This is an optimization exercise on Yosys and OpenROAD, whose aim is small area and a short achievable clock period, not a production implementation. Where RTL was checked, it was by simulation tests only, not by an equivalence proof against the original. The RTL of runs 2 and 3 was laid out without a check of its function. Power and IR drop assume default switching activity.

==> flow/design.v (outline; a module is shown in full before it is edited, if it fits) <==
// module wallace_tree_multiplier: 1301 lines
// module mul_fa: 4 lines
// module mul_ha: 4 lines
module wallace_tree_multiplier (
    input  logic        clk,
    input  logic        reset,
    input  logic [31:0] multiplicand,
    input  logic [31:0] multiplier,
    output logic [63:0] product,
    output logic        overflow
);
  // ...
==> flow/flow/run.sh <==
#!/bin/bash
# Standard ORFS layout, with plain buf_1 cells as the port buffers (buffer_ports
# otherwise picks a delay-cell buffer for every port), and timing repair aimed
# at a 6.7 ns setup margin.
set -euo pipefail
export BUFFER_PORTS_ARGS="-buffer_cell sky130_fd_sc_hd__buf_1"
bash standard.sh SETUP_SLACK_MARGIN=6.7 finish > standard_flow.log 2>&1
==> flow/standard.sh <==
#!/bin/bash
# synth_recipe.tcl (not shown) runs the flow's synth.tcl, then flattens the netlist and writes it again
# the make line also repeats each setting of config.mk as NAME=value (left out here)
make -C /OpenROAD-flow-scripts/flow DESIGN_CONFIG=/design/flow/config.mk WORK_HOME=/design/flow/orfs CLKGATE_MAP_FILE= SYNTH_SCRIPT=/design/flow/synth_recipe.tcl "${@:-finish}"
==> flow/config.mk <==
export PLATFORM = sky130hd
export DESIGN_NAME = wallace_tree_multiplier
export DESIGN_NICKNAME = wallace_tree_multiplier
export VERILOG_FILES = /design/flow/design.v
export SDC_FILE = /design/flow/constraint.sdc
export NUM_CORES = 4
export LEC_CHECK = 0
export ABC_AREA = 1
export CAP_MARGIN = 20
export CORE_MARGIN = 2
export CORE_UTILIZATION = 80
export SLEW_MARGIN = 20
export SYNTH_HIERARCHICAL = 1
==> flow/constraint.sdc <==
create_clock -name core_clock -period 13.5 [get_ports {clk}]
set_input_delay 2.7000 -clock core_clock [delete_from_list [all_inputs] [get_ports {clk}]]
set_output_delay 2.7000 -clock core_clock [all_outputs]
set_load 0.01 [all_outputs]
==> summary.md, run 1 <==
| Metric | Value |
|---|---|
| Cell seen most often among critical-path stages | fa_1 |
| Tap Count | 402 |
| CP endpoint | qb[34] |
| Multiplexer area fraction after synthesis | 0 |
| WL met2 | 38,000 um |
| Number of remaining DRC errors | 0 |
| Combinational family with the most area after synthesis | adder cells |
| GRT Total Usage | 0.561 |
| Clock Latency Late Sink | 470 ps |
| CP max stage delay | 520 ps |
| Status | no timing/DRC/antenna violations |
| Seq power | 826 uW |
| Net Sw Frac | 0.556 |
| Top-count cell post-synth | xor2_1 |
| Vias | 24,226 |
| Slowest cell on crit path | fa_1 |
| Most frequent cells in the layout | xor2_1, o22ai_1, fa_1 |
| TritonCTS Buffers | 17 |
| Max Clock Skew | 10.7 ps |
| Met2 Usage GRT | 0.797 |
| First drt pass iteration count | 15 |
| Post-Place Worst Slack | 5690 ps |
| Final core occ | 0.868 |
| P_comb | 7190 uW |
| # clk buffers | 18 |
| Crit path depth | 14 |
| Fmax | 146 MHz |
| R2R Setup Slk | 8440 ps |
| Overall power | 8500 uW |
| #MultiIn Comb | 2,132 |
| Clock slew at reported path FFs | 60 ps |
| Inverters | 212 |
| Setup WS post-layout | 6650 ps |
| Adder-cell share of the synthesized area | 0.394 |
| Worst path required time | 13,830 ps |
| Design area | 27,400 um^2 |
| RSZ-0062 raised after global routing | yes |
| Post-synth EDFFs | 0 |
==> inputs of run 2 (changes only) <==
--- a/flow/design.v
+++ b/flow/design.v
@@ -174,17 +174,17 @@
     mul_fa us157 (.a(neg[10]), .b(pp0[20]), .c(pp1[18]), .s(s157), .co(c158));
     mul_fa us159 (.a(pp2[16]), .b(pp3[14]), .c(pp4[12]), .s(s159), .co(c160));
     mul_fa us161 (.a(pp5[10]), .b(pp6[8]), .c(pp7[6]), .s(s161), .co(c162));
     mul_fa us163 (.a(pp8[4]), .b(pp9[2]), .c(pp10[0]), .s(s163), .co(c164));
     mul_fa us165 (.a(c142), .b(c144), .c(c146), .s(s165), .co(c166));
     mul_fa us167 (.a(s157), .b(s159), .c(s161), .s(s167), .co(c168));
     mul_fa us169 (.a(s163), .b(c148), .c(c150), .s(s169), .co(c170));
     mul_fa us171 (.a(s165), .b(s167), .c(c152), .s(s171), .co(c172));
-    mul_fa us173 (.a(s169), .b(c154), .c(s171), .s(s173), .co(c174));
+    mul_ha us173 (.a(s169), .b(c154), .s(s173), .co(c174));
     mul_fa us175 (.a(pp0[21]), .b(pp1[19]), .c(pp2[17]), .s(s175), .co(c176));
     mul_fa us177 (.a(pp3[15]), .b(pp4[13]), .c(pp5[11]), .s(s177), .co(c178));
     mul_fa us179 (.a(pp6[9]), .b(pp7[7]), .c(pp8[5]), .s(s179), .co(c180));
     mul_fa us181 (.a(pp9[3]), .b(pp10[1]), .c(c158), .s(s181), .co(c182));
     mul_fa us183 (.a(c160), .b(c162), .c(c164), .s(s183), .co(c184));
     mul_fa us185 (.a(s175), .b(s177), .c(s179), .s(s185), .co(c186));
     mul_fa us187 (.a(c166), .b(c168), .c(s181), .s(s187), .co(c188));
     mul_fa us189 (.a(s183), .b(s185), .c(c170), .s(s189), .co(c190));
@@ -193,17 +193,17 @@
     mul_fa us195 (.a(pp2[18]), .b(pp3[16]), .c(pp4[14]), .s(s195), .co(c196));
     mul_fa us197 (.a(pp5[12]), .b(pp6[10]), .c(pp7[8]), .s(s197), .co(c198));
     mul_fa us199 (.a(pp8[6]), .b(pp9[4]), .c(pp10[2]), .s(s199), .co(c200));
     mul_fa us201 (.a(pp11[0]), .b(c176), .c(c178), .s(s201), .co(c202));
     mul_fa us203 (.a(c180), .b(s193), .c(s195), .s(s203), .co(c204));
     mul_fa us205 (.a(s197), .b(s199), .c(c182), .s(s205), .co(c206));
     mul_fa us207 (.a(c184), .b(c186), .c(s201), .s(s207), .co(c208));
     mul_fa us209 (.a(s203), .b(c188), .c(s205), .s(s209), .co(c210));
-    mul_fa us211 (.a(s207), .b(c190), .c(s209), .s(s211), .co(c212));
+    mul_ha us211 (.a(s207), .b(c190), .s(s211), .co(c212));
     mul_fa us213 (.a(pp0[23]), .b(pp1[21]), .c(pp2[19]), .s(s213), .co(c214));
     mul_fa us215 (.a(pp3[17]), .b(pp4[15]), .c(pp5[13]), .s(s215), .co(c216));
     mul_fa us217 (.a(pp6[11]), .b(pp7[9]), .c(pp8[7]), .s(s217), .co(c218));
     mul_fa us219 (.a(pp9[5]), .b(pp10[3]), .c(pp11[1]), .s(s219), .co(c220));
     mul_fa us221 (.a(c194), .b(c196), .c(c198), .s(s221), .co(c222));
     mul_fa us223 (.a(c200), .b(s213), .c(s215), .s(s223), .co(c224));
     mul_fa us225 (.a(s217), .b(s219), .c(c202), .s(s225), .co(c226));
     mul_fa us227 (.a(c204), .b(s221), .c(s223), .s(s227), .co(c228));
@@ -214,17 +214,17 @@
     mul_fa us237 (.a(pp5[14]), .b(pp6[12]), .c(pp7[10]), .s(s237), .co(c238));
     mul_fa us239 (.a(pp8[8]), .b(pp9[6]), .c(pp10[4]), .s(s239), .co(c240));
     mul_fa us241 (.a(pp11[2]), .b(pp12[0]), .c(c214), .s(s241), .co(c242));
     mul_fa us243 (.a(c216), .b(c218), .c(c220), .s(s243), .co(c244));
     mul_fa us245 (.a(s233), .b(s235), .c(s237), .s(s245), .co(c246));
     mul_fa us247 (.a(s239), .b(c222), .c(c224), .s(s247), .co(c248));
     mul_fa us249 (.a(s241), .b(s243), .c(s245), .s(s249), .co(c250));
     mul_fa us251 (.a(c226), .b(c228), .c(s247), .s(s251), .co(c252));
-    mul_fa us253 (.a(s249), .b(c230), .c(s251), .s(s253), .co(c254));
+    mul_ha us253 (.a(s249), .b(c230), .s(s253), .co(c254));
     mul_fa us255 (.a(pp0[25]), .b(pp1[23]), .c(pp2[21]), .s(s255), .co(c256));
     mul_fa us257 (.a(pp3[19]), .b(pp4[17]), .c(pp5[15]), .s(s257), .co(c258));
     mul_fa us259 (.a(pp6[13]), .b(pp7[11]), .c(pp8[9]), .s(s259), .co(c260));
     mul_fa us261 (.a(pp9[7]), .b(pp10[5]), .c(pp11[3]), .s(s261), .co(c262));
     mul_fa us263 (.a(pp12[1]), .b(c234), .c(c236), .s(s263), .co(c264));
     mul_fa us265 (.a(c238), .b(c240), .c(s255), .s(s265), .co(c266));
     mul_fa us267 (.a(s257), .b(s259), .c(s261), .s(s267), .co(c268));
     mul_fa us269 (.a(c242), .b(c244), .c(c246), .s(s269), .co(c270));
@@ -237,17 +237,17 @@
     mul_fa us283 (.a(pp8[10]), .b(pp9[8]), .c(pp10[6]), .s(s283), .co(c284));
     mul_fa us285 (.a(pp11[4]), .b(pp12[2]), .c(pp13[0]), .s(s285), .co(c286));
     mul_fa us287 (.a(c256), .b(c258), .c(c260), .s(s287), .co(c288));
     mul_fa us289 (.a(c262), .b(s277), .c(s279), .s(s289), .co(c290));
     mul_fa us291 (.a(s281), .b(s283), .c(s285), .s(s291), .co(c292));
     mul_fa us293 (.a(c264), .b(c266), .c(c268), .s(s293), .co(c294));
     mul_fa us295 (.a(s287), .b(s289), .c(s291), .s(s295), .co(c296));
     mul_fa us297 (.a(c270), .b(c272), .c(s293), .s(s297), .co(c298));
-    mul_fa us299 (.a(s295), .b(c274), .c(s297), .s(s299), .co(c300));
+    mul_ha us299 (.a(s295), .b(c274), .s(s299), .co(c300));
     mul_fa us301 (.a(pp0[27]), .b(pp1[25]), .c(pp2[23]), .s(s301), .co(c302));
     mul_fa us303 (.a(pp3[21]), .b(pp4[19]), .c(pp5[17]), .s(s303), .co(c304));
     mul_fa us305 (.a(pp6[15]), .b(pp7[13]), .c(pp8[11]), .s(s305), .co(c306));
     mul_fa us307 (.a(pp9[9]), .b(pp10[7]), .c(pp11[5]), .s(s307), .co(c308));
     mul_fa us309 (.a(pp12[3]), .b(pp13[1]), .c(c278), .s(s309), .co(c310));
     mul_fa us311 (.a(c280), .b(c282), .c(c284), .s(s311), .co(c312));
     mul_fa us313 (.a(c286), .b(s301), .c(s303), .s(s313), .co(c314));
     mul_fa us315 (.a(s305), .b(s307), .c(c288), .s(s315), .co(c316));
@@ -262,44 +262,44 @@
     mul_fa us333 (.a(pp11[6]), .b(pp12[4]), .c(pp13[2]), .s(s333), .co(c334));
     mul_fa us335 (.a(pp14[0]), .b(c302), .c(c304), .s(s335), .co(c336));
     mul_fa us337 (.a(c306), .b(c308), .c(s325), .s(s337), .co(c338));
     mul_fa us339 (.a(s327), .b(s329), .c(s331), .s(s339), .co(c340));
     mul_fa us341 (.a(s333), .b(c310), .c(c312), .s(s341), .co(c342));
     mul_fa us343 (.a(c314), .b(s335), .c(s337), .s(s343), .co(c344));
     mul_fa us345 (.a(s339), .b(c316), .c(c318), .s(s345), .co(c346));
     mul_fa us347 (.a(s341), .b(s343), .c(c320), .s(s347), .co(c348));
-    mul_fa us349 (.a(c322), .b(s345), .c(s347), .s(s349), .co(c350));
+    mul_ha us349 (.a(c322), .b(s345), .s(s349), .co(c350));
     mul_fa us351 (.a(pp0[29]), .b(pp1[27]), .c(pp2[25]), .s(s351), .co(c352));
     mul_fa us353 (.a(pp3[23]), .b(pp4[21]), .c(pp5[19]), .s(s353), .co(c354));
     mul_fa us355 (.a(pp6[17]), .b(pp7[15]), .c(pp8[13]), .s(s355), .co(c356));
     mul_fa us357 (.a(pp9[11]), .b(pp10[9]), .c(pp11[7]), .s(s357), .co(c358));
     mul_fa us359 (.a(pp12[5]), .b(pp13[3]), .c(pp14[1]), .s(s359), .co(c360));
     mul_fa us361 (.a(c326), .b(c328), .c(c330), .s(s361), .co(c362));
     mul_fa us363 (.a(c332), .b(c334), .c(s351), .s(s363), .co(c364));
     mul_fa us365 (.a(s353), .b(s355), .c(s357), .s(s365), .co(c366));
     mul_fa us367 (.a(s359), .b(c336), .c(c338), .s(s367), .co(c368));
     mul_fa us369 (.a(c340), .b(s361), .c(s363), .s(s369), .co(c370));
     mul_fa us371 (.a(s365), .b(c342), .c(c344), .s(s371), .co(c372));
     mul_fa us373 (.a(s367), .b(s369), .c(c346), .s(s373), .co(c374));
-    mul_ha us375 (.a(s371), .b(c348), .s(s375), .co(c376));
+    mul_ha us375 (.a(s371), .b(c350), .s(s375), .co(c376));
     mul_fa us377 (.a(neg[15]), .b(pp0[30]), .c(pp1[28]), .s(s377), .co(c378));
     mul_fa us379 (.a(pp2[26]), .b(pp3[24]), .c(pp4[22]), .s(s379), .co(c380));
     mul_fa us381 (.a(pp5[20]), .b(pp6[18]), .c(pp7[16]), .s(s381), .co(c382));
     mul_fa us383 (.a(pp8[14]), .b(pp9[12]), .c(pp10[10]), .s(s383), .co(c384));
     mul_fa us385 (.a(pp11[8]), .b(pp12[6]), .c(pp13[4]), .s(s385), .co(c386));
     mul_fa us387 (.a(pp14[2]), .b(pp15[0]), .c(c352), .s(s387), .co(c388));
     mul_fa us389 (.a(c354), .b(c356), .c(c358), .s(s389), .co(c390));
     mul_fa us391 (.a(c360), .b(s377), .c(s379), .s(s391), .co(c392));
     mul_fa us393 (.a(s381), .b(s383), .c(s385), .s(s393), .co(c394));
     mul_fa us395 (.a(c362), .b(c364), .c(c366), .s(s395), .co(c396));
     mul_fa us397 (.a(s387), .b(s389), .c(s391), .s(s397), .co(c398));
     mul_fa us399 (.a(s393), .b(c368), .c(c370), .s(s399), .co(c400));
     mul_fa us401 (.a(s395), .b(s397), .c(c372), .s(s401), .co(c402));
-    mul_fa us403 (.a(s399), .b(c374), .c(s401), .s(s403), .co(c404));
+    mul_ha us403 (.a(s399), .b(c374), .s(s403), .co(c404));
     mul_fa us405 (.a(pp0[31]), .b(pp1[29]), .c(pp2[27]), .s(s405), .co(c406));
     mul_fa us407 (.a(pp3[25]), .b(pp4[23]), .c(pp5[21]), .s(s407), .co(c408));
     mul_fa us409 (.a(pp6[19]), .b(pp7[17]), .c(pp8[15]), .s(s409), .co(c410));
     mul_fa us411 (.a(pp9[13]), .b(pp10[11]), .c(pp11[9]), .s(s411), .co(c412));
     mul_fa us413 (.a(pp12[7]), .b(pp13[5]), .c(pp14[3]), .s(s413), .co(c414));
     mul_fa us415 (.a(pp15[1]), .b(c378), .c(c380), .s(s415), .co(c416));
     mul_fa us417 (.a(c382), .b(c384), .c(c386), .s(s417), .co(c418));
     mul_fa us419 (.a(s405), .b(s407), .c(s409), .s(s419), .co(c420));
@@ -317,17 +317,17 @@
     mul_fa us443 (.a(pp15[2]), .b(c406), .c(c408), .s(s443), .co(c444));
     mul_fa us445 (.a(c410), .b(c412), .c(c414), .s(s445), .co(c446));
     mul_fa us447 (.a(s433), .b(s435), .c(s437), .s(s447), .co(c448));
     mul_fa us449 (.a(s439), .b(s441), .c(c416), .s(s449), .co(c450));
     mul_fa us451 (.a(c418), .b(c420), .c(s443), .s(s451), .co(c452));
     mul_fa us453 (.a(s445), .b(s447), .c(c422), .s(s453), .co(c454));
     mul_fa us455 (.a(c424), .b(s449), .c(c426), .s(s455), .co(c456));
     mul_fa us457 (.a(s451), .b(s453), .c(c428), .s(s457), .co(c458));
-    mul_fa us459 (.a(s455), .b(c430), .c(s457), .s(s459), .co(c460));
+    mul_ha us459 (.a(s455), .b(c430), .s(s459), .co(c460));
     mul_fa us461 (.a(pp0[32]), .b(pp1[31]), .c(pp2[29]), .s(s461), .co(c462));
     mul_fa us463 (.a(pp3[27]), .b(pp4[25]), .c(pp5[23]), .s(s463), .co(c464));
     mul_fa us465 (.a(pp6[21]), .b(pp7[19]), .c(pp8[17]), .s(s465), .co(c466));
     mul_fa us467 (.a(pp9[15]), .b(pp10[13]), .c(pp11[11]), .s(s467), .co(c468));
     mul_fa us469 (.a(pp12[9]), .b(pp13[7]), .c(pp14[5]), .s(s469), .co(c470));
     mul_fa us471 (.a(pp15[3]), .b(c434), .c(c436), .s(s471), .co(c472));
     mul_fa us473 (.a(c438), .b(c440), .c(c442), .s(s473), .co(c474));
     mul_fa us475 (.a(s461), .b(s463), .c(s465), .s(s475), .co(c476));
@@ -345,17 +345,17 @@
     mul_fa us499 (.a(~pp1[32]), .b(c462), .c(c464), .s(s499), .co(c500));
     mul_fa us501 (.a(c466), .b(c468), .c(c470), .s(s501), .co(c502));
     mul_fa us503 (.a(s489), .b(s491), .c(s493), .s(s503), .co(c504));
     mul_fa us505 (.a(s495), .b(s497), .c(c472), .s(s505), .co(c506));
     mul_fa us507 (.a(c474), .b(c476), .c(s499), .s(s507), .co(c508));
     mul_fa us509 (.a(s501), .b(s503), .c(c478), .s(s509), .co(c510));
     mul_fa us511 (.a(c480), .b(s505), .c(s507), .s(s511), .co(c512));
     mul_fa us513 (.a(c482), .b(s509), .c(c484), .s(s513), .co(c514));
-    mul_fa us515 (.a(s511), .b(c486), .c(s513), .s(s515), .co(c516));
+    mul_ha us515 (.a(s511), .b(c486), .s(s515), .co(c516));
     assign s517 = ~(pp2[31] ^ pp3[29]);
     assign c518 = pp2[31] | pp3[29];
     mul_fa us519 (.a(pp4[27]), .b(pp5[25]), .c(pp6[23]), .s(s519), .co(c520));
     mul_fa us521 (.a(pp7[21]), .b(pp8[19]), .c(pp9[17]), .s(s521), .co(c522));
     mul_fa us523 (.a(pp10[15]), .b(pp11[13]), .c(pp12[11]), .s(s523), .co(c524));
     mul_fa us525 (.a(pp13[9]), .b(pp14[7]), .c(pp15[5]), .s(s525), .co(c526));
     mul_fa us527 (.a(s517), .b(c490), .c(c492), .s(s527), .co(c528));
     mul_fa us529 (.a(c494), .b(c496), .c(c498), .s(s529), .co(c530));
@@ -384,17 +384,17 @@
     mul_fa us573 (.a(pp11[15]), .b(pp12[13]), .c(pp13[11]), .s(s573), .co(c574));
     mul_fa us575 (.a(pp14[9]), .b(pp15[7]), .c(s567), .s(s575), .co(c576));
     mul_fa us577 (.a(c544), .b(c546), .c(c548), .s(s577), .co(c578));
     mul_fa us579 (.a(c550), .b(s569), .c(s571), .s(s579), .co(c580));
     mul_fa us581 (.a(s573), .b(c552), .c(s575), .s(s581), .co(c582));
     mul_fa us583 (.a(c554), .b(c556), .c(s577), .s(s583), .co(c584));
     mul_fa us585 (.a(s579), .b(c558), .c(s581), .s(s585), .co(c586));
     mul_fa us587 (.a(c560), .b(s583), .c(c562), .s(s587), .co(c588));
-    mul_fa us589 (.a(s585), .b(c564), .c(s587), .s(s589), .co(c590));
+    mul_ha us589 (.a(s585), .b(c564), .s(s589), .co(c590));
     mul_fa us591 (.a(pp4[30]), .b(pp5[28]), .c(pp6[26]), .s(s591), .co(c592));
     mul_fa us593 (.a(pp7[24]), .b(pp8[22]), .c(pp9[20]), .s(s593), .co(c594));
     mul_fa us595 (.a(pp10[18]), .b(pp11[16]), .c(pp12[14]), .s(s595), .co(c596));
     mul_fa us597 (.a(pp13[12]), .b(pp14[10]), .c(pp15[8]), .s(s597), .co(c598));
     mul_fa us599 (.a(~pp3[32]), .b(c568), .c(c570), .s(s599), .co(c600));
     mul_fa us601 (.a(c572), .b(c574), .c(s591), .s(s601), .co(c602));
     mul_fa us603 (.a(s593), .b(s595), .c(s597), .s(s603), .co(c604));
     mul_fa us605 (.a(c576), .b(c578), .c(c580), .s(s605), .co(c606));
@@ -407,17 +407,17 @@
     mul_fa us617 (.a(pp9[21]), .b(pp10[19]), .c(pp11[17]), .s(s617), .co(c618));
     mul_fa us619 (.a(pp12[15]), .b(pp13[13]), .c(pp14[11]), .s(s619), .co(c620));
     mul_fa us621 (.a(pp15[9]), .b(s613), .c(c592), .s(s621), .co(c622));
     mul_fa us623 (.a(c594), .b(c596), .c(c598), .s(s623), .co(c624));
     mul_fa us625 (.a(s615), .b(s617), .c(s619), .s(s625), .co(c626));
     mul_fa us627 (.a(c600), .b(c602), .c(c604), .s(s627), .co(c628));
     mul_fa us629 (.a(s621), .b(s623), .c(s625), .s(s629), .co(c630));
     mul_fa us631 (.a(c606), .b(c608), .c(s627), .s(s631), .co(c632));
-    mul_fa us633 (.a(s629), .b(c610), .c(s631), .s(s633), .co(c634));
+    mul_ha us633 (.a(s629), .b(c610), .s(s633), .co(c634));
     mul_fa us635 (.a(pp5[30]), .b(pp6[28]), .c(pp7[26]), .s(s635), .co(c636));
     mul_fa us637 (.a(pp8[24]), .b(pp9[22]), .c(pp10[20]), .s(s637), .co(c638));
     mul_fa us639 (.a(pp11[18]), .b(pp12[16]), .c(pp13[14]), .s(s639), .co(c640));
     mul_fa us641 (.a(pp14[12]), .b(pp15[10]), .c(~pp4[32]), .s(s641), .co(c642));
     mul_fa us643 (.a(c614), .b(c616), .c(c618), .s(s643), .co(c644));
     mul_fa us645 (.a(c620), .b(s635), .c(s637), .s(s645), .co(c646));
     mul_fa us647 (.a(s639), .b(s641), .c(c622), .s(s647), .co(c648));
     mul_fa us649 (.a(c624), .b(c626), .c(s643), .s(s649), .co(c650));
@@ -428,17 +428,17 @@
     mul_fa us657 (.a(pp7[27]), .b(pp8[25]), .c(pp9[23]), .s(s657), .co(c658));
     mul_fa us659 (.a(pp10[21]), .b(pp11[19]), .c(pp12[17]), .s(s659), .co(c660));
     mul_fa us661 (.a(pp13[15]), .b(pp14[13]), .c(pp15[11]), .s(s661), .co(c662));
     mul_fa us663 (.a(s655), .b(c636), .c(c638), .s(s663), .co(c664));
     mul_fa us665 (.a(c640), .b(c642), .c(s657), .s(s665), .co(c666));
     mul_fa us667 (.a(s659), .b(s661), .c(c644), .s(s667), .co(c668));
     mul_fa us669 (.a(c646), .b(s663), .c(s665), .s(s669), .co(c670));
     mul_fa us671 (.a(c648), .b(c650), .c(s667), .s(s671), .co(c672));
-    mul_fa us673 (.a(s669), .b(c652), .c(s671), .s(s673), .co(c674));
+    mul_ha us673 (.a(s669), .b(c652), .s(s673), .co(c674));
     mul_fa us675 (.a(pp6[30]), .b(pp7[28]), .c(pp8[26]), .s(s675), .co(c676));
     mul_fa us677 (.a(pp9[24]), .b(pp10[22]), .c(pp11[20]), .s(s677), .co(c678));
     mul_fa us679 (.a(pp12[18]), .b(pp13[16]), .c(pp14[14]), .s(s679), .co(c680));
     mul_fa us681 (.a(pp15[12]), .b(~pp5[32]), .c(c656), .s(s681), .co(c682));
     mul_fa us683 (.a(c658), .b(c660), .c(c662), .s(s683), .co(c684));
     mul_fa us685 (.a(s675), .b(s677), .c(s679), .s(s685), .co(c686));
     mul_fa us687 (.a(s681), .b(c664), .c(c666), .s(s687), .co(c688));
     mul_fa us689 (.a(s683), .b(s685), .c(c668), .s(s689), .co(c690));
@@ -447,17 +447,17 @@
     assign c694 = pp6[31] | pp7[29];
     mul_fa us695 (.a(pp8[27]), .b(pp9[25]), .c(pp10[23]), .s(s695), .co(c696));
     mul_fa us697 (.a(pp11[21]), .b(pp12[19]), .c(pp13[17]), .s(s697), .co(c698));
     mul_fa us699 (.a(pp14[15]), .b(pp15[13]), .c(s693), .s(s699), .co(c700));
     mul_fa us701 (.a(c676), .b(c678), .c(c680), .s(s701), .co(c702));
     mul_fa us703 (.a(s695), .b(s697), .c(c682), .s(s703), .co(c704));
     mul_fa us705 (.a(s699), .b(c684), .c(c686), .s(s705), .co(c706));
     mul_fa us707 (.a(s701), .b(s703), .c(c688), .s(s707), .co(c708));
-    mul_fa us709 (.a(s705), .b(c690), .c(s707), .s(s709), .co(c710));
+    mul_ha us709 (.a(s705), .b(c690), .s(s709), .co(c710));
     mul_fa us711 (.a(pp7[30]), .b(pp8[28]), .c(pp9[26]), .s(s711), .co(c712));
     mul_fa us713 (.a(pp10[24]), .b(pp11[22]), .c(pp12[20]), .s(s713), .co(c714));
     mul_fa us715 (.a(pp13[18]), .b(pp14[16]), .c(pp15[14]), .s(s715), .co(c716));
     mul_fa us717 (.a(~pp6[32]), .b(c694), .c(c696), .s(s717), .co(c718));
     mul_fa us719 (.a(c698), .b(s711), .c(s713), .s(s719), .co(c720));
     mul_fa us721 (.a(s715), .b(c700), .c(c702), .s(s721), .co(c722));
     mul_fa us723 (.a(s717), .b(c704), .c(s719), .s(s723), .co(c724));
     mul_fa us725 (.a(c706), .b(s721), .c(s723), .s(s725), .co(c726));
@@ -605,91 +605,91 @@
     assign db[17] = s123;
     assign dc[17] = 1'b0;
     assign da[18] = c124;
     assign db[18] = s139;
     assign dc[18] = 1'b0;
     assign da[19] = c140;
     assign db[19] = s155;
     assign dc[19] = 1'b0;
-    assign da[20] = c156;
+    assign da[20] = s171;
     assign db[20] = s173;
-    assign dc[20] = 1'b0;
+    assign dc[20] = c156;
     assign da[21] = c174;
     assign db[21] = s191;
     assign dc[21] = 1'b0;
-    assign da[22] = c192;
+    assign da[22] = s209;
     assign db[22] = s211;
-    assign dc[22] = 1'b0;
+    assign dc[22] = c192;
     assign da[23] = c212;
     assign db[23] = s231;
     assign dc[23] = 1'b0;
-    assign da[24] = c232;
+    assign da[24] = s251;
     assign db[24] = s253;
-    assign dc[24] = 1'b0;
+    assign dc[24] = c232;
     assign da[25] = c254;
     assign db[25] = s275;
     assign dc[25] = 1'b0;
-    assign da[26] = c276;
+    assign da[26] = s297;
     assign db[26] = s299;
-    assign dc[26] = 1'b0;
+    assign dc[26] = c276;
     assign da[27] = c300;
     assign db[27] = s323;
     assign dc[27] = 1'b0;
-    assign da[28] = c324;
-    assign db[28] = s349;
-    assign dc[28] = 1'b0;
-    assign da[29] = s373;
-    assign db[29] = s375;
-    assign dc[29] = c350;
+    assign da[28] = s349;
+    assign db[28] = s347;
+    assign dc[28] = c324;
+    assign da[29] = c348;
+    assign db[29] = s373;
+    assign dc[29] = s375;
     assign da[30] = c376;
-    assign db[30] = s403;
-    assign dc[30] = 1'b0;
+    assign db[30] = s401;
+    assign dc[30] = s403;
     assign da[31] = s429;
-    assign db[31] = s431;
-    assign dc[31] = c404;
-    assign da[32] = c432;
-    assign db[32] = s459;
-    assign dc[32] = 1'b0;
+    assign db[31] = c404;
+    assign dc[31] = s431;
+    assign da[32] = s457;
+    assign db[32] = c432;
+    assign dc[32] = s459;
     assign da[33] = s485;
-    assign db[33] = s487;
-    assign dc[33] = c460;
-    assign da[34] = c488;
-    assign db[34] = s515;
-    assign dc[34] = 1'b0;
+    assign db[33] = c460;
+    assign dc[33] = s487;
+    assign da[34] = s513;
+    assign db[34] = c488;
+    assign dc[34] = s515;
     assign da[35] = c514;
-    assign db[35] = s541;
-    assign dc[35] = c516;
+    assign db[35] = c516;
+    assign dc[35] = s541;
     assign da[36] = c540;
     assign db[36] = s565;
     assign dc[36] = c542;
-    assign da[37] = c566;
+    assign da[37] = s587;
     assign db[37] = s589;
-    assign dc[37] = 1'b0;
+    assign dc[37] = c566;
     assign da[38] = c588;
-    assign db[38] = s611;
-    assign dc[38] = c590;
-    assign da[39] = c612;
+    assign db[38] = c590;
+    assign dc[38] = s611;
+    assign da[39] = s631;
     assign db[39] = s633;
-    assign dc[39] = 1'b0;
+    assign dc[39] = c612;
     assign da[40] = s651;
     assign db[40] = c634;
     assign dc[40] = s653;
-    assign da[41] = c654;
+    assign da[41] = s671;
     assign db[41] = s673;
-    assign dc[41] = 1'b0;
+    assign dc[41] = c654;
     assign da[42] = s689;
     assign db[42] = c674;
     assign dc[42] = s691;
-    assign da[43] = c692;
+    assign da[43] = s707;
     assign db[43] = s709;
-    assign dc[43] = 1'b0;
+    assign dc[43] = c692;
     assign da[44] = c708;
-    assign db[44] = s725;
-    assign dc[44] = c710;
+    assign db[44] = c710;
+    assign dc[44] = s725;
     assign da[45] = c726;
     assign db[45] = s741;
     assign dc[45] = 1'b0;
     assign da[46] = c740;
     assign db[46] = s755;
     assign dc[46] = c742;
     assign da[47] = c756;
     assign db[47] = s769;
@@ -749,40 +749,40 @@
     mul_ha us879 (.a(qa[12]), .b(qb[12]), .s(s879), .co(c880));
     mul_ha us881 (.a(qa[13]), .b(qb[13]), .s(s881), .co(c882));
     mul_ha us883 (.a(qa[14]), .b(qb[14]), .s(s883), .co(c884));
     mul_ha us885 (.a(qa[15]), .b(qb[15]), .s(s885), .co(c886));
     mul_ha us887 (.a(qa[16]), .b(qb[16]), .s(s887), .co(c888));
     mul_ha us889 (.a(qa[17]), .b(qb[17]), .s(s889), .co(c890));
     mul_ha us891 (.a(qa[18]), .b(qb[18]), .s(s891), .co(c892));
     mul_ha us893 (.a(qa[19]), .b(qb[19]), .s(s893), .co(c894));
-    mul_ha us895 (.a(qa[20]), .b(qb[20]), .s(s895), .co(c896));
+    mul_fa us895 (.a(qa[20]), .b(qb[20]), .c(qc[20]), .s(s895), .co(c896));
     mul_ha us897 (.a(qa[21]), .b(qb[21]), .s(s897), .co(c898));
-    mul_ha us899 (.a(qa[22]), .b(qb[22]), .s(s899), .co(c900));
+    mul_fa us899 (.a(qa[22]), .b(qb[22]), .c(qc[22]), .s(s899), .co(c900));
     mul_ha us901 (.a(qa[23]), .b(qb[23]), .s(s901), .co(c902));
-    mul_ha us903 (.a(qa[24]), .b(qb[24]), .s(s903), .co(c904));
+    mul_fa us903 (.a(qa[24]), .b(qb[24]), .c(qc[24]), .s(s903), .co(c904));
     mul_ha us905 (.a(qa[25]), .b(qb[25]), .s(s905), .co(c906));
-    mul_ha us907 (.a(qa[26]), .b(qb[26]), .s(s907), .co(c908));
+    mul_fa us907 (.a(qa[26]), .b(qb[26]), .c(qc[26]), .s(s907), .co(c908));
     mul_ha us909 (.a(qa[27]), .b(qb[27]), .s(s909), .co(c910));
-    mul_ha us911 (.a(qa[28]), .b(qb[28]), .s(s911), .co(c912));
+    mul_fa us911 (.a(qa[28]), .b(qb[28]), .c(qc[28]), .s(s911), .co(c912));
     mul_fa us913 (.a(qa[29]), .b(qb[29]), .c(qc[29]), .s(s913), .co(c914));
-    mul_ha us915 (.a(qa[30]), .b(qb[30]), .s(s915), .co(c916));
+    mul_fa us915 (.a(qa[30]), .b(qb[30]), .c(qc[30]), .s(s915), .co(c916));
     mul_fa us917 (.a(qa[31]), .b(qb[31]), .c(qc[31]), .s(s917), .co(c918));
-    mul_ha us919 (.a(qa[32]), .b(qb[32]), .s(s919), .co(c920));
+    mul_fa us919 (.a(qa[32]), .b(qb[32]), .c(qc[32]), .s(s919), .co(c920));
     mul_fa us921 (.a(qa[33]), .b(qb[33]), .c(qc[33]), .s(s921), .co(c922));
-    mul_ha us923 (.a(qa[34]), .b(qb[34]), .s(s923), .co(c924));
+    mul_fa us923 (.a(qa[34]), .b(qb[34]), .c(qc[34]), .s(s923), .co(c924));
     mul_fa us925 (.a(qa[35]), .b(qb[35]), .c(qc[35]), .s(s925), .co(c926));
     mul_fa us927 (.a(qa[36]), .b(qb[36]), .c(qc[36]), .s(s927), .co(c928));
-    mul_ha us929 (.a(qa[37]), .b(qb[37]), .s(s929), .co(c930));
+    mul_fa us929 (.a(qa[37]), .b(qb[37]), .c(qc[37]), .s(s929), .co(c930));
     mul_fa us931 (.a(qa[38]), .b(qb[38]), .c(qc[38]), .s(s931), .co(c932));
-    mul_ha us933 (.a(qa[39]), .b(qb[39]), .s(s933), .co(c934));
+    mul_fa us933 (.a(qa[39]), .b(qb[39]), .c(qc[39]), .s(s933), .co(c934));
     mul_fa us935 (.a(qa[40]), .b(qb[40]), .c(qc[40]), .s(s935), .co(c936));
-    mul_ha us937 (.a(qa[41]), .b(qb[41]), .s(s937), .co(c938));
+    mul_fa us937 (.a(qa[41]), .b(qb[41]), .c(qc[41]), .s(s937), .co(c938));
     mul_fa us939 (.a(qa[42]), .b(qb[42]), .c(qc[42]), .s(s939), .co(c940));
-    mul_ha us941 (.a(qa[43]), .b(qb[43]), .s(s941), .co(c942));
+    mul_fa us941 (.a(qa[43]), .b(qb[43]), .c(qc[43]), .s(s941), .co(c942));
     mul_fa us943 (.a(qa[44]), .b(qb[44]), .c(qc[44]), .s(s943), .co(c944));
     mul_ha us945 (.a(qa[45]), .b(qb[45]), .s(s945), .co(c946));
     mul_fa us947 (.a(qa[46]), .b(qb[46]), .c(qc[46]), .s(s947), .co(c948));
     mul_ha us949 (.a(qa[47]), .b(qb[47]), .s(s949), .co(c950));
     mul_fa us951 (.a(qa[48]), .b(qb[48]), .c(qc[48]), .s(s951), .co(c952));
     mul_ha us953 (.a(qa[49]), .b(qb[49]), .s(s953), .co(c954));
     mul_fa us955 (.a(qa[50]), .b(qb[50]), .c(qc[50]), .s(s955), .co(c956));
     mul_ha us957 (.a(qa[51]), .b(qb[51]), .s(s957), .co(c958));
==> flow/flow/run.sh (replaced) <==
#!/bin/bash
# Standard ORFS layout, with plain buf_1 cells as the port buffers (buffer_ports
# otherwise picks a delay-cell buffer for every port), and timing repair aimed
# at a 6.9 ns setup margin.
set -euo pipefail
export BUFFER_PORTS_ARGS="-buffer_cell sky130_fd_sc_hd__buf_1"
bash standard.sh SETUP_SLACK_MARGIN=6.9 finish > standard_flow.log 2>&1
==> flow/config.mk (replaced) <==
export PLATFORM = sky130hd
export DESIGN_NAME = wallace_tree_multiplier
export DESIGN_NICKNAME = wallace_tree_multiplier
export VERILOG_FILES = /design/flow/design.v
export SDC_FILE = /design/flow/constraint.sdc
export NUM_CORES = 4
export LEC_CHECK = 0
export ABC_AREA = 1
export CAP_MARGIN = 20
export CORE_MARGIN = 2
export CORE_UTILIZATION = 70
export SLEW_MARGIN = 20
export SYNTH_HIERARCHICAL = 1
==> run 2 against run 1 <==
Against the previous run:
- clock power is 8.6% higher
- first-iteration DRC count down 26%
- clock skew fell by 1.6 ps
- sequential power grew 5.3%
- synthesized cell count grew 0.44%
==> summary.md, run 2 <==
| Metric | Value |
|---|---|
| Status | no timing/DRC/antenna violations |
| HPWL Detailed | 56,900 um |
| Maxcap violations | 0 |
| IO Pins | 131 |
| Yosys cell types | 41 |
| Setup TNS | 0 ps |
| Hold/Removal Path Class | reg2reg |
| Clock buffer depth | 2 |
| Yosys top cell area share | 0.335 |
| Vias in the first global route | 24,730 |
| Synth area leaders | fa_1, xor2_1, dfrtp_1, o22ai_1, ha_1 |
| CP max FO | 39 |
| Top-count cell post-synth | xor2_1 |
| FFs w/ async S/R, synth | 1.00 |
| Largest register FFs | 64 |
| Net Sw Frac | 0.551 (-0.00531) |
| Rows | 70 |
| Crit Path Category | in2reg |
| Fin. max-slew vios | 0 |
| Post-synth EDFFs | 0 (unchanged) |
| Cell seen most often among critical-path stages | fa_1 |
| Layout cells sized above 1 | 0.0890 |
| Largest register by flop count | qa |
| Max Clock Skew | 9.08 ps (-1.62 ps) |
| Slew headroom | 0.366 |
| Tmin final | 6570 ps |
| Cell count after synthesis | 2,759 |
| Ys Warns | 7 |
| First-pass GRT wire length | 140,000 um |
| Fmax | 152 MHz (+4.3%) |
| CP max stage delay | 560 ps (+40 ps) |
| Placed cell areas | 26,700 um^2 |
| Die X | 197 um |
| Most frequent cells in the layout | xor2_1, o22ai_1, fa_1 |
| Antenna Nets Post-Route | 0 |
| VDD IR max | 0.539 mV |
| # diodes | 0 |
| Setup WS post-layout | 6930 ps (+281 ps) |
| Syn nets | 3,373 |
| Clock Latency Late Sink | 470 ps (about the same) |
| Leak | 0.0124 uW |
| Number of remaining DRC errors | 0 (unchanged) |
| RSZ-0062 raised after global routing | yes |
| Die H | 197 um |
| Clock share of power | 0.061 |
| Worst slew pin tran | 945 ps |
| Critical path cell sequence | clkbuf_2, buf_12, nor2_1, nor2_1, inv_2, buf_4, o22ai_1, xor2_1, fa_1, fa_1, fa_1, fa_1, fa_1 |
| Core Area | 36,600 um^2 |
| Area growth syn-to-layout | 8.52% |
| Final setup viols | 0 |
| Critical path buffers and inverters | 4 |
| Top post-synthesis cells by count | xor2_1, o22ai_1, fa_1, nand2_1, clkbuf_1 |
| First drt pass iteration count | 9 (-6) |
| Post-Place Worst Slack | 5890 ps (+205 ps) |
| Top delay family on crit path | adder cells |
| Synth Area per Inst | 9.42 um^2 |
| Seq/Total Area, Yosys | 0.144 |
| GRT Total Usage | 0.483 (-0.0786) |
| Critical path endpoint category | register |
| Via density per instance | 7.20 |
| Flops & latches, synth | 150 |
| Startpoint types | input pin |
| # port buffers | 130 |
| Comb pwr share | 0.838 |
| Final period util | 0.487 |
| TritonCTS Buffers | 17 (unchanged) |
| Iteration-0 DRC Markers | 3,459 |
| Worst path required time | 13,840 ps (about the same) |
| Commonest non-fill, non-tap cell in the layout | xor2_1 |
| Root Buffer Master | clkbuf_16 |
| Vias | 23,332 (-3.7%) |
| Synth Cell Area | 26,000 um^2 |
| GPL Wtd Cong | 0.952 |
| Slowest cell on crit path | fa_1 |
| Yosys top cell by area | fa_1 |
| Design area | 28,200 um^2 (+3.0%) |
| Die ar. | 38,700 um^2 |
| CTS Sinks | 150 |
| Biggest regs | qa: 64 flops, qb: 54 flops, qc: 30 flops |
| Total grt overflow | 0 |
| Prevailing post-synth register cell | dfrtp_1 |
| CTS tree | built |
| Nets | 3,376 |
| # fillers | 2,567 |
| CTS H-Tree Depth | 4 |
| Pwr/cell area | 307 nW/um^2 |
| Routed WL | 90,200 um |
| Clock slew at reported path FFs | 60 ps (about the same) |
| NetSw | 4770 uW |
| Sequential share of power | 0.101 |
| Wire per inst | 27.8 um |
| Largest net degree at the start of global routing | 151 |
| Initial antenna violation count | 1 |
| Hold Fails Final Rpt | 0 |
| Crit path arrival time | 6910 ps |
| Initial core utilization | 0.710 |
| Cell internal pwr | 3880 uW |
## run 2: cell types whose count changed in the layout (fill, tap and decap cells not counted), sizes merged, moves of 2 or more
cell | before | now
dfrtp | 138 | 150
clkinv | 8 | 3
buf | 197 | 227
inv | 210 | 207
diode | 2 | 0
clkbuf | 40 | 45
## run 2: what timing repair did
action	4_1_cts	5_1_grt
gates resized for setup	48	48
buffers inserted	23	17
endpoints found under the setup margin	64	35
cloned	4	0
pin swaps	12	7
hold buffers	0	0
## run 2: layout make-up
class                           count  area, um^2  share of cell area
Tap cell                          468         586              0.0208
Multi-Input combinational cell   2134       20700               0.734
Timing Repair inverter              1        7.51            0.000266
Inverter                          211         800              0.0283
Timing Repair Buffer              247        1720              0.0610
Clock inverter                      6         114             0.00404
Clock buffer                       25         515              0.0183
Sequential cell                   150        3750               0.133
## run 2: per-stage QoR
step | util | hold slack [ps] | std cells | total power, uW
finish | 0.771 | 676 | 3242 | 8650
global route | 0.771 | 779 | 3242 | 9490
CTS | 0.761 | 681 | 3225 | 8390
detailed placement | 0.731 | 673 | 3167 | 7650
global placement | 0.731 | 649 | 3167 | 7380
floorplan | - | 619 | 2759 | 5540
## run 2: final timing paths
kind / slack (ps) / endpoint / cells past startpoint / start
max in group asynchronous: 10350 / qa[23] / 3 / reset
worst max-delay path: 6930 / qc[35] / 13 / multiplier[3]
worst min-delay path: 680 / overflow / 5 / qa[63]
worst max register to register: 8670 / overflow / 26 / qa[8]
worst min register to register: 680 / overflow / 5 / qa[63]
min in group asynchronous: 2430 / overflow / 3 / reset
## run 2: Yosys stat by module, one instance, submodules excluded
module / times used / cells
mul_ha: 39 / 1
wallace_tree_multiplier: 1 / 2292
mul_fa: 428 / 1
## run 2: layer usage
layer / routed length (um) / part of all wire / vias to the layer above / global-route usage
li1: - / - / 9177 / -
met1: 31500 / 0.35 / 11370 / 0.614
met2: 38700 / 0.43 / 2220 / 0.708
met3: 14200 / 0.16 / 563 / 0.197
met4: 5730 / 0.064 / 2 / 0.263
met5: 13 / 0.00014 / - / 0
## run 2: worst reg2reg max path, cell delays in order (launching register included)
cell and delay (ps):
dfrtp_1 370, ha_1 330, fa_1 460, fa_2 380, nand2_1 80, nand2_1 90
nand3_2 90, nand2_2 120, nand2_4 120, nand2_8 120, nand2_8 150, nand2_8 120
fa_2 450, xnor2_4 170, buf_12 140, buf_4 100, nand2_1 40, nor2_1 110
nand2_1 90, nor2_1 90, nand3_1 230, nor2_1 170, nand3_1 290, nor2_1 190
nand3_1 90, nor2_1 100, nor2_1 40
## run 2: power groups by stage
stage | sequential, uW | combinational [uW] | clock [uW]
4_1_cts | 870 | 6990 | 530
3_5_place_dp | 877 | 6770 | 0
5_1_grt | 892 | 8050 | 548
6_report | 870 | 7250 | 529
2_1_floorplan | 847 | 4690 | 0
3_3_place_gp | 866 | 6520 | 0
## run 2: cells by family (layout without fill, tap and decap cells)
logic type,after synthesis,in the layout,share of synthesized area
AOI/OAI and AO/OA,598,600,0.142
and+or+nand+nor,459,460,0.0760
other,1,1,0.000144
xor gates and xnor gates,525,525,0.177
buffers and inverters,478,490,0.0709
adders and majority gates,548,548,0.389
DFF,150,150,0.144
==> inputs of run 3 (changes only) <==
==> flow/flow/run.sh (replaced) <==
#!/bin/bash
# Standard ORFS layout, with plain buf_1 cells as the port buffers (buffer_ports
# otherwise picks a delay-cell buffer for every port), and timing repair aimed
# at a 6.7 ns setup margin.
set -euo pipefail
export BUFFER_PORTS_ARGS="-buffer_cell sky130_fd_sc_hd__buf_1"
bash standard.sh SETUP_SLACK_MARGIN=6.7 finish > standard_flow.log 2>&1
==> run 3 against run 2 <==
Against the previous run:
- clock skew up 4.2 ps
- fmax fell by 3.1%
- cell count decreased by 0.52%
- critical path depth rose by 1
- routed wire length is 1.5% lower
- global-route usage fell by 0.69 points
- clock-buffer cell count fell by 4
- clock power down 6.0%
- total power decreased by 2.8%
- synthesized area stayed put
- combinational power decreased by 2.8%
- worst hold slack better by 9.9 ps
- critical path type unchanged
- highest routed layer is now met4
==> summary.md, run 3 <==
| Metric | Value |
|---|---|
| Post-CTS Hold Buffers | 0 (unchanged) |
| Syn nets | 3,373 (unchanged) |
| R2R Setup Slk | 8520 ps (-150 ps) |
| Max Clock Skew | 13.2 ps (+4.15 ps) |
| Reg2reg start | qa[8] |
| Iteration-0 DRC Markers | 3,525 (+1.9%) |
| Sequential share of power | 0.103 (+0.002) |
| Largest register by flop count | qa |
| Largest net degree at the start of global routing | 88 (-42%) |
| Cell count after synthesis | 2,759 (unchanged) |
| Xor/xnor share of the synthesized area | 0.177 (unchanged) |
| Simple-gate share of the synthesized area | 0.0760 (unchanged) |
| Core Area | 36,600 um^2 (unchanged) |
| Prevailing post-synth register cell | dfrtp_1 |
| Die ar. | 38,700 um^2 (unchanged) |
| Wire per inst | 27.5 um (-1.0%) |
| Leak | 0.0122 uW (-1.6%) |
| Comb pwr share | 0.838 (about the same) |
| CP max FO | 36 (-7.7%) |
| Fmax | 147 MHz (-3.1%) |
| Top post-synthesis cells by count | xor2_1, o22ai_1, fa_1, nand2_1, clkbuf_1 |
| Number of remaining DRC errors | 0 (unchanged) |
| FFs w/ async S/R, synth | 1.00 (unchanged) |
| Worst path required time | 13,850 ps (about the same) |
| Layout cells sized above 1 | 0.0820 (-0.00707) |
| Maxcap violations | 0 (unchanged) |
| CP endpoint | qc[34] |
| # diodes | 0 (unchanged) |
| Setup TNS | 0 ps (unchanged) |
| Status | no timing/DRC/antenna violations |
| Final setup viols | 0 (unchanged) |
| First drt pass iteration count | 9 (unchanged) |
| Slew headroom | 0.367 (+0.00169) |
| Tmin final | 6790 ps (+213 ps) |
| Yosys cell types | 41 (unchanged) |
| RR Endpoint | overflow |
| Critical path endpoint category | register |
| Post-synth EDFFs | 0 (unchanged) |
| Synth area leaders | fa_1, xor2_1, dfrtp_1, o22ai_1, ha_1 |
| Die X | 197 um (unchanged) |
| Vias in the first global route | 24,259 (-1.9%) |
| First-pass GRT wire length | 137,000 um (-1.6%) |
| WL met3 | 14,300 um (+0.85%) |
| Top-count cell post-synth | xor2_1 |
| # port buffers | 130 (unchanged) |
| Crit path arrival time | 7130 ps (+220 ps) |
| Pwr/cell area | 303 nW/um^2 (-1.2%) |
| TritonCTS Buffers | 17 (unchanged) |
| Crit Path Category | in2reg |
| Routed WL | 88,800 um (-1.5%) |
| Commonest non-fill, non-tap cell in the layout | xor2_1 |
| Net Sw Frac | 0.554 (+0.00329) |
| Seq/Total Area, Yosys | 0.144 (unchanged) |
| Hold Fails Final Rpt | 0 (unchanged) |
| R2R cell count | 24 (-7.7%) |
| CTS Sinks | 150 (unchanged) |
| Yosys top cell by area | fa_1 |
| Startpoint types | input pin |
| Root Buffer Master | clkbuf_16 |
| Critical path origin | multiplier[17] |
| Clock buffer depth | 2 (unchanged) |
| Hold WS | 686 ps (+9.89 ps) |
| NetSw | 4660 uW (-2.2%) |
| Synth Area per Inst | 9.42 um^2 (unchanged) |
| Initial core utilization | 0.710 (unchanged) |
| Multiplexer area fraction after synthesis | 0 (unchanged) |
| Largest register FFs | 64 (unchanged) |
| Clock Latency Late Sink | 460 ps (about the same) |
| CTS tree | built |
| Flops & latches, synth | 150 (unchanged) |
| VDD IR max | 0.457 mV (-15%) |
| Fin. max-slew vios | 0 (unchanged) |
| Setup WS post-layout | 6710 ps (-213 ps) |
| Yosys top cell area share | 0.335 (unchanged) |
| Initial antenna violation count | 1 (unchanged) |
| Max Used Layer | met4 |
| Nets | 3,358 (-0.53%) |
| HPWL Detailed | 56,800 um (-0.15%) |
| Compound-gate portion of the synthesized area | 0.142 (unchanged) |
| GPL Wtd Cong | 0.965 (+1.4%) |
| IO Pins | 131 (unchanged) |
| GRT Total Usage | 0.476 (-0.00689) |
| Area growth syn-to-layout | 6.79% |
| Worst slew pin tran | 939 ps (-5.67 ps) |
| Clock share of power | 0.059 (-0.002) |
| Combinational family with the most area after synthesis | adder cells |
| Vias | 22,993 (-1.5%) |
| CTS H-Tree Depth | 4 (unchanged) |
| Die H | 197 um (unchanged) |
| Via density per instance | 7.13 (-0.93%) |
| Hold/Removal Path Class | reg2reg |
| Synth Cell Area | 26,000 um^2 (unchanged) |
| Ys Warns | 7 (unchanged) |
| Post-Place Worst Slack | 5920 ps (+32.1 ps) |
| Adder-cell share of the synthesized area | 0.389 (unchanged) |
| WL met2 | 38,000 um (-1.9%) |
| Clock slew at reported path FFs | 70 ps (about the same) |
| Antenna Nets Post-Route | 0 (unchanged) |
| Cell internal pwr | 3750 uW (-3.5%) |
| Most frequent cells in the layout | xor2_1, o22ai_1, fa_1 |
| Rows | 70 (unchanged) |
| M1 WL | 31,000 um (-1.8%) |
| RSZ-0062 raised after global routing | yes |
| Total grt overflow | 0 (unchanged) |
| Biggest regs | qa: 64 flops, qb: 54 flops, qc: 30 flops |
| Final period util | 0.503 (+0.0158) |
| Worst Hold Path Cells | 5 (unchanged) |
-- run 3: through the flow --
step                       util  area [um^2]  total power [uW]  instances
final                     0.758        27800              8410       3225
after floorplan               -        26000              5540       2759
after CTS                 0.751        27500              8270       3210
after global placement    0.730        26700              7410       3166
after global routing      0.758        27800              9240       3225
after detailed placement  0.730        26700              7660       3166
-- run 3: worst min-delay path by stage --
stage	start	end	slack (ps)
finish	qa[63]	overflow	690
CTS	qa[63]	overflow	690
global route	qa[63]	overflow	770
detailed placement	qa[63]	overflow	680
floorplan	qa[63]	overflow	620
global placement	qa[63]	overflow	640
-- run 3: worst max-delay path: stages --
cell and delay [ps]:
clkbuf_2 70, buf_4 560, inv_1 280, nand2_1 200
o21ai_4 100, buf_4 220, o22ai_1 290, xor2_1 240
fa_1 460, fa_1 490, fa_1 400, fa_1 400
fa_1 380, ha_1 280
-- run 3: repair_timing --
item	in CTS	in global routing
setup buffers	9	15
pin swaps	3	6
resized for setup	17	21
gates cloned	3	0
endpoints found under the hold margin	0	0
endpoints found under the setup margin	41	43
-- run 3: Yosys stat by module, one instance, submodules excluded --
module	cell area (um^2)	cells inside
mul_fa	20.0	1
mul_ha	12.5	1
wallace_tree_multiplier	16900	2292
-- run 3: power groups by stage --
stage          clock (uW)  sequential [uW]  combinational [uW]
3_3_place_gp            0              867                6540
5_1_grt               518              886                7840
6_report              497              867                7050
2_1_floorplan           0              847                4690
3_5_place_dp            0              876                6780
4_1_cts               501              868                6900
-- run 3: cells by family after synthesis --
logic type,after synthesis
flops,150
fa+ha+maj,548
xor+xnor,525
simple gates,459
other cells,1
compound gates,598
buf+inv,478
-- run 3: layer usage --
metal,GRT usage,vias to the layer above
li1,-,9164
met1,0.609,11100
met2,0.696,2206
met3,0.184,523
met4,0.272,0
met5,0,-
-- run 3: area by class of cell --
cell class / instances / area [um^2]
clock buffer: 21 / 460
clock inverter: 11 / 125
fill: 2592 / 8850
inverter: 211 / 801
multi-input combinational: 2133 / 20600
sequential: 150 / 3750
tap: 468 / 586
timing repair buffer: 230 / 1410
timing repair inverter: 1 / 7.51

## afterwards: timing with drivers on the ports
The flow's constraints put no driver on any port. The routed layouts listed below were extracted and timed again, unchanged, in two steps. Step 1 (the two cells are an assumption about what drives the block):
set clk [get_ports {clk}]
set_driving_cell -lib_cell sky130_fd_sc_hd__clkbuf_16 $clk
set_driving_cell -lib_cell sky130_fd_sc_hd__buf_2 [delete_from_list [all_inputs] $clk]
Step 2, shift: input delay + t, output delay - t, t = (earliest + latest rising clock arrival at the registers) / 2. This alone moves slack from input paths to output paths. Slacks: ideal ports / drivers / drivers and shift; pairs: ideal ports / drivers.
run | t, ns | setup WS [ns] | worst hold slack (ns) | clock arrival spread, ns
run 1 | 0.519 | 6.646 / 6.668 / 6.149 | 0.656 / 0.656 / 0.656 | 0.011 / 0.012
run 2 | 0.523 | 6.927 / 6.933 / 6.438 | 0.676 / 0.676 / 0.676 | 0.010 / 0.010
run 3 | 0.514 | 6.715 / 6.747 / 6.234 | 0.686 / 0.686 / 0.686 | 0.015 / 0.015
After both steps setup and hold are still met in every run listed. The setup slack of run 1, which loses most, moves by +0.022 ns with the drivers and by -0.497 ns with both steps.
